Source: an optimization exercise on an open RTL-to-GDS flow (aim: small area and a short achievable clock period). Production flows keep margins and buffers that such runs may drop.
Only simulation tests tie the RTL to the original design; equivalence was not proved.
Power figures rest on the tool's default switching activity, not on a simulated workload.

Setup of wip/delta:
## fpadd_40
module fpadd_40(x_40,y_40,res_40,clk_40,rst_40);
input  [31:0] x_40, y_40;
output [31:0] res_40;
input  clk_40, rst_40;
wire [7:0] ex = x_40[30:23];
wire [7:0] ey = y_40[30:23];
wire [8:0] dxy = {1'b0, ex} - {1'b0, ey};
wire [7:0] dyx = ey - ex;
wire       ge  = ~dxy[8];                    
wire [4:0] cxy = (dxy[7:0] > 8'd24) ? 5'd31 : dxy[4:0];   
wire [4:0] cyx = (dyx > 8'd24) ? 5'd31 : dyx[4:0];
wire       swap = y_40[30:0] > x_40[30:0];   
wire       hx   = |x_40[30:0];
wire       hy   = |y_40[30:0];
reg [22:0] fx1, fy1;
reg        hb1, sw1, sx1, sy1, sub1;
reg [7:0]  ea1;
reg [4:0]  d1;
always @(posedge clk_40) begin
  fx1  <= x_40[22:0];
  fy1  <= y_40[22:0];
  hb1  <= hx & hy;                            
  sw1  <= swap;
  ea1  <= ge ? ex : ey;
  d1   <= ge ? cxy : cyx;
  sx1  <= x_40[31] & (hx | hy);               
  sy1  <= y_40[31];
  sub1 <= x_40[31] ^ y_40[31];
end
wire [22:0] fa = sw1 ? fy1 : fx1;
wire        sg1 = sw1 ? sy1 : sx1;
wire [23:0] sb = {hb1, sw1 ? fx1 : fy1};
wire [24:0] b0 = {sb, 1'b0};
wire [24:0] b1 = d1[4] ? {16'd0, b0[24:16]} : b0;
wire [24:0] b2 = d1[3] ? { 8'd0, b1[24:8]}  : b1;
wire [24:0] b3 = d1[2] ? { 4'd0, b2[24:4]}  : b2;
wire [24:0] b4 = d1[1] ? { 2'd0, b3[24:2]}  : b3;
wire [24:0] b5 = d1[0] ? { 1'd0, b4[24:1]}  : b4;
reg [24:1] smask;
integer k;
always @(*) begin
  for (k = 1; k < 25; k = k + 1)
    smask[k] = (d1 > k) && (d1 <= k + 20) && (d1 <= 5'd24);
end
wire sticky = |(b0[24:1] & smask);
wire [25:0] aw = {2'b01, fa, 1'b0};
wire [25:0] bw = {sub1, b5 ^ {25{sub1}}};
wire [25:0] pw = aw ^ bw;
wire [25:0] gw = aw & bw;
reg [25:0] p2;
reg [23:1] g2;            
reg [7:0]  ea2;
reg        ci2, sg2;
always @(posedge clk_40) begin
  p2 <= pw; g2 <= gw[23:1]; ea2 <= ea1 + 8'd1;
  ci2 <= sub1 & ~sticky; sg2 <= sg1;
end
wire [25:0] s;
fpadd_40_add #(26) add (
  .p0(p2),
  .g0({1'b0, ~p2[24], g2, 1'b0}),
  .ci(ci2),
  .s (s)
);
reg [25:0] s3;
reg [7:0]  e3;
reg        sg3;
always @(posedge clk_40) begin
  ...
export LEC_CHECK = 0
export ABC_AREA = 1
export CAP_MARGIN = 20
export CORE_MARGIN = 2
export CORE_UTILIZATION = 40
export CTS_BUF_LIST = sky130_fd_sc_hd__clkbuf_8
export CTS_CLUSTER_SIZE = 24
export SETUP_SLACK_MARGIN = 3.2
export SLEW_MARGIN = 20
create_clock -name core_clock -period 5.0 [get_ports {clk_40}]
standard.sh (not shown) runs the stock make flow with config.mk's settings and CLKGATE_MAP_FILE= SYNTH_SCRIPT=/design/flow/synth_recipe.tcl, a recipe that flattens the netlist after the stock synthesis.
==> flow/flow/run.sh <==
#!/bin/bash
# Standard ORFS layout with two changes: synthesis leaves adders to ABC
# (ADDER_MAP_FILE empty, so no half/full-adder cells are extracted; the
# synthesis script itself is the standard flow's, unchanged), and the port buffers are
# buf_2 cells. Full make output in make_finish.log, each step's log under
# orfs/logs/.
set -euo pipefail
bash standard.sh finish 'ADDER_MAP_FILE=' 'BUFFER_PORTS_ARGS=-buffer_cell sky130_fd_sc_hd__buf_2' > make_finish.log 2>&1
Every stage of the flow completed for wip/delta, and the final layout passed the timing, design-rule and antenna checks.
### wip/delta -> wip/pepper
==> flow/flow/run.sh <==
#!/bin/bash
# Standard ORFS layout with two changes: synthesis leaves adders to ABC
# (ADDER_MAP_FILE empty, so no half/full-adder cells are extracted; the
# synthesis script itself is the standard flow's, unchanged), the port buffers are
# buf_2 cells, and timing repair does not clone gates. Full make output in make_finish.log, each step's log under
# orfs/logs/.
set -euo pipefail
bash standard.sh finish 'ADDER_MAP_FILE=' 'BUFFER_PORTS_ARGS=-buffer_cell sky130_fd_sc_hd__buf_2' 'SKIP_GATE_CLONING=1' > make_finish.log 2>&1
--- a/flow/config.mk
+++ b/flow/config.mk
@@ -14 +14 @@
-export SETUP_SLACK_MARGIN = 3.2
+export SETUP_SLACK_MARGIN = 3.0
@@ -15,0 +16 @@
+export TNS_END_PERCENT = 5
Notes after the runs:
Stage delay of the slowest cell on the critical path: wip/pepper higher than wip/delta
wip/pepper closes out successfully: all stages finished, all timing, DRC and antenna checks passed.
wip/delta → wip/pepper: hold slack level; via count now sits lower.
The following lists how wip/willow was set up differently from wip/pepper:
==> flow/flow/run.sh <==
#!/bin/bash
# Standard ORFS layout with two changes: synthesis leaves adders to ABC
# (ADDER_MAP_FILE empty, so no half/full-adder cells are extracted; the
# synthesis script itself is the standard flow's, unchanged), and the port buffers are
# buf_2 cells. Full make output in make_finish.log, each step's log under
# orfs/logs/.
set -euo pipefail
bash standard.sh finish 'ADDER_MAP_FILE=' 'BUFFER_PORTS_ARGS=-buffer_cell sky130_fd_sc_hd__buf_2' > make_finish.log 2>&1
--- a/flow/config.mk
+++ b/flow/config.mk
@@ -14 +14 @@
-export SETUP_SLACK_MARGIN = 3.0
+export SETUP_SLACK_MARGIN = 2.8
@@ -16 +15,0 @@
-export TNS_END_PERCENT = 5
[summary]
wip/willow has sequential share of layout area above what wip/pepper had.
When wip/willow is set beside wip/pepper, its design area turns out to be 6.6% smaller.
Compared with wip/pepper, wip/willow shows final RePlAce weighted congestion that has gone down by a few percent.
The final reports for wip/willow and wip/pepper show wire length lower in the former.
Looking only at switching power total, and setting everything else aside, the higher value of wip/willow and wip/pepper goes to wip/pepper.
sky130_fd_sc_hd__nor2_2 as the standard cell with the maximum stage delay on the critical path was reported by wip/willow, and sky130_fd_sc_hd__o211ai_1 by wip/pepper.
wip/willow and wip/pepper ended up with roughly the same power of the sequential group.
The post-route minimum period reported for wip/willow is greater than that of wip/pepper by 0.028 ns.
Relative to wip/pepper, the power of wip/willow is lower by 4.6%.
Edits applied to the flow inputs when going from wip/willow to wip/umber:
==> flow/flow/run.sh <==
#!/bin/bash
# Standard ORFS layout with buf_2 port buffers, and timing repair limited to
# removing buffers, sizing and pin swaps. Full make output in make_finish.log,
# each step's log under orfs/logs/.
set -euo pipefail
bash standard.sh finish 'BUFFER_PORTS_ARGS=-buffer_cell sky130_fd_sc_hd__buf_2' 'SETUP_MOVE_SEQUENCE=unbuffer,sizeup,swap' > make_finish.log 2>&1
--- a/flow/config.mk
+++ b/flow/config.mk
@@ -14 +14 @@
-export SETUP_SLACK_MARGIN = 2.8
+export SETUP_SLACK_MARGIN = 2.6
Notes after the runs:
wip/umber vs wip/willow — number of non-clock inverters in the layout dropped by more than 10%. Compare wip/willow and wip/umber | number of gates on the worst path with buffers counted higher: wip/umber. Compared with wip/willow, die area in wip/umber increased slightly.
The following lists how wip/xenon was set up differently from wip/umber:
==> flow/flow/run.sh <==
#!/bin/bash
# Standard ORFS layout with two changes: synthesis leaves adders to ABC
# (ADDER_MAP_FILE empty, so no half/full-adder cells are extracted; the
# synthesis script itself is the standard flow's, unchanged), the port buffers are
# buf_2 cells, and timing repair does not clone gates. Full make output in make_finish.log, each step's log under
# orfs/logs/.
set -euo pipefail
bash standard.sh finish 'ADDER_MAP_FILE=' 'BUFFER_PORTS_ARGS=-buffer_cell sky130_fd_sc_hd__buf_2' 'SKIP_GATE_CLONING=1' > make_finish.log 2>&1
--- a/flow/config.mk
+++ b/flow/config.mk
@@ -14 +14 @@
-export SETUP_SLACK_MARGIN = 2.6
+export SETUP_SLACK_MARGIN = 2.8
@@ -15,0 +16 @@
+export TNS_END_PERCENT = 5
Findings:
- Going from wip/umber to wip/xenon, shortest period the worst path allows went down 0.38 ns; data required time of the critical path went down 0.05 ns; clock latency reported for the late side of the worst-skew pair held; wire length of the first global-routing pass went down about 3.6%; register-to-register slack went up 0.38 ns.
- Clock network fraction of total power | wip/xenon below wip/umber
- Going from wip/umber to wip/xenon, the die area was shrunk.


Starting RTL as in the previous note.
clock: 5.0 ns
lec_check: 0
abc_area: 1
cap_margin: 20
core_margin: 2
core_utilization: 40
cts_buf_list: sky130_fd_sc_hd__clkbuf_8
cts_cluster_size: 24
setup_slack_margin: 2.8
slew_margin: 20
tns_end_percent: 5
==> flow/flow/run.sh <==
#!/bin/bash
# Standard ORFS layout with two changes: synthesis leaves adders to ABC
# (ADDER_MAP_FILE empty, so no half/full-adder cells are extracted; the
# synthesis script itself is the standard flow's, unchanged), and the port buffers are
# buf_2 cells. Full make output in make_finish.log, each step's log under
# orfs/logs/.
set -euo pipefail
bash standard.sh finish 'ADDER_MAP_FILE=' 'BUFFER_PORTS_ARGS=-buffer_cell sky130_fd_sc_hd__buf_2' > make_finish.log 2>&1
The starting point produced a clean layout.
Rerun with:
==> flow/flow/run.sh (replaced) <==
#!/bin/bash
# Standard ORFS layout, with the port buffers made from buf_2 cells instead
# of the resizer's default pick. Each step's full log stays under orfs/logs/.
set -euo pipefail
bash standard.sh finish 'BUFFER_PORTS_ARGS=-buffer_cell sky130_fd_sc_hd__buf_2' > make_finish.log 2>&1
- PLACE_DENSITY: not set -> 0.85
- SETUP_SLACK_MARGIN: 2.8 -> 2.6
- TNS_END_PERCENT: 5 -> not set
After rerunning: Final area climbs by 2.7%; global-route usage goes up by 0.17 points; sequential power increases by about 7%; wire length rises by 3.9%; count of clock-buffer cells in the layout increases by 1; hold slack is worse by 0.0031 ns; setup slack gets worse by 0.25 ns; total power came out higher by 6.2%; sequential cell count stays the same.
Rerun with:
==> flow/flow/run.sh (replaced) <==
#!/bin/bash
# Standard ORFS layout with two changes: synthesis leaves adders to ABC
# (ADDER_MAP_FILE empty, so no half/full-adder cells are extracted; the
# synthesis script itself is the standard flow's, unchanged), and the port buffers are
# buf_2 cells. Full make output in make_finish.log, each step's log under
# orfs/logs/.
set -euo pipefail
bash standard.sh finish 'ADDER_MAP_FILE=' 'BUFFER_PORTS_ARGS=-buffer_cell sky130_fd_sc_hd__buf_2' > make_finish.log 2>&1
- PLACE_DENSITY: 0.85 -> not set
- SETUP_SLACK_MARGIN: 2.6 -> 2.9
Effect: Worst hold slack gains 0.0038 ns. Routed wire length is lower by 1.6%. Combinational power increases by about 2%. Worst setup slack improves by 0.31 ns. Total power is lower by 0.83%. Maximum frequency went up by 15%. Die area fell by 0.87%. Core utilization grows by 1.4 points. Non-clock buffer count rises by 12. Cell area is higher by 2.6%.
Rerun with:
==> flow/flow/run.sh (replaced) <==
#!/bin/bash
# Standard ORFS layout with buf_2 port buffers and no gate cloning in timing
# repair. Full make output in make_finish.log, each step's log under orfs/logs/.
set -euo pipefail
bash standard.sh finish 'BUFFER_PORTS_ARGS=-buffer_cell sky130_fd_sc_hd__buf_2' 'SKIP_GATE_CLONING=1' > make_finish.log 2>&1
- SETUP_SLACK_MARGIN: 2.9 -> 2.6
What happened:
- wire length rises by 4.1%
- synthesized area went up by 0.90%
- setup slack is worse by 0.28 ns
- global-route usage grows by 1.4 points
- worst hold slack is worse by 0.0042 ns
- sequential share of layout area came out higher by 1.1 points

separate check: timing with driven ports:
The flow's constraints put no driver on any port. The routed layouts listed below were extracted and timed again, unchanged, in two steps. Step 1 sets driving cells, clkbuf_16 on the clock port and buf_2 on the other inputs (assumed; they add their load-dependent delay and slew). Step 2 times the ports against the registers' clock, not the clock port: input delays grow and output delays shrink by t, the midpoint of the rising clock arrivals with the driver on. Three values: ideal, step 1, step 2; two values: the first two.
run	t (ns)	setup slack, ns	worst hold slack (ns)	worst setup path after step 2	pins driven straight from the clock port
wip/delta	0.516	2.878 / 2.896 / 2.380	0.336 / 0.336 / 0.336	input to register	1
wip/pepper	0.514	2.918 / 2.924 / 2.411	0.335 / 0.335 / 0.335	input to register	1
wip/willow	0.500	2.890 / 2.902 / 2.414	0.335 / 0.335 / 0.335	input to register	1
wip/umber	0.518	2.518 / 2.518 / 2.165	0.331 / 0.331 / 0.331	input to register	1
wip/xenon	0.502	2.893 / 2.896 / 2.405	0.335 / 0.335 / 0.335	input to register	1
the first run of note 2	0.500	2.893 / 2.893 / 2.417	0.335 / 0.335 / 0.335	input to register	1
the second run of note 2	0.504	2.647 / 2.671 / 2.168	0.332 / 0.332 / 0.332	input to register	1
the third run of note 2	0.516	2.953 / 2.976 / 2.459	0.336 / 0.336 / 0.336	input to register	1
the fourth run of note 2	0.519	2.678 / 2.694 / 2.184	0.332 / 0.332 / 0.332	input to register	1
After both steps setup and hold are still met in every run listed. For wip/pepper, which loses most, drivers alone change the setup slack by +0.006 ns; drivers and shift together by -0.507 ns.
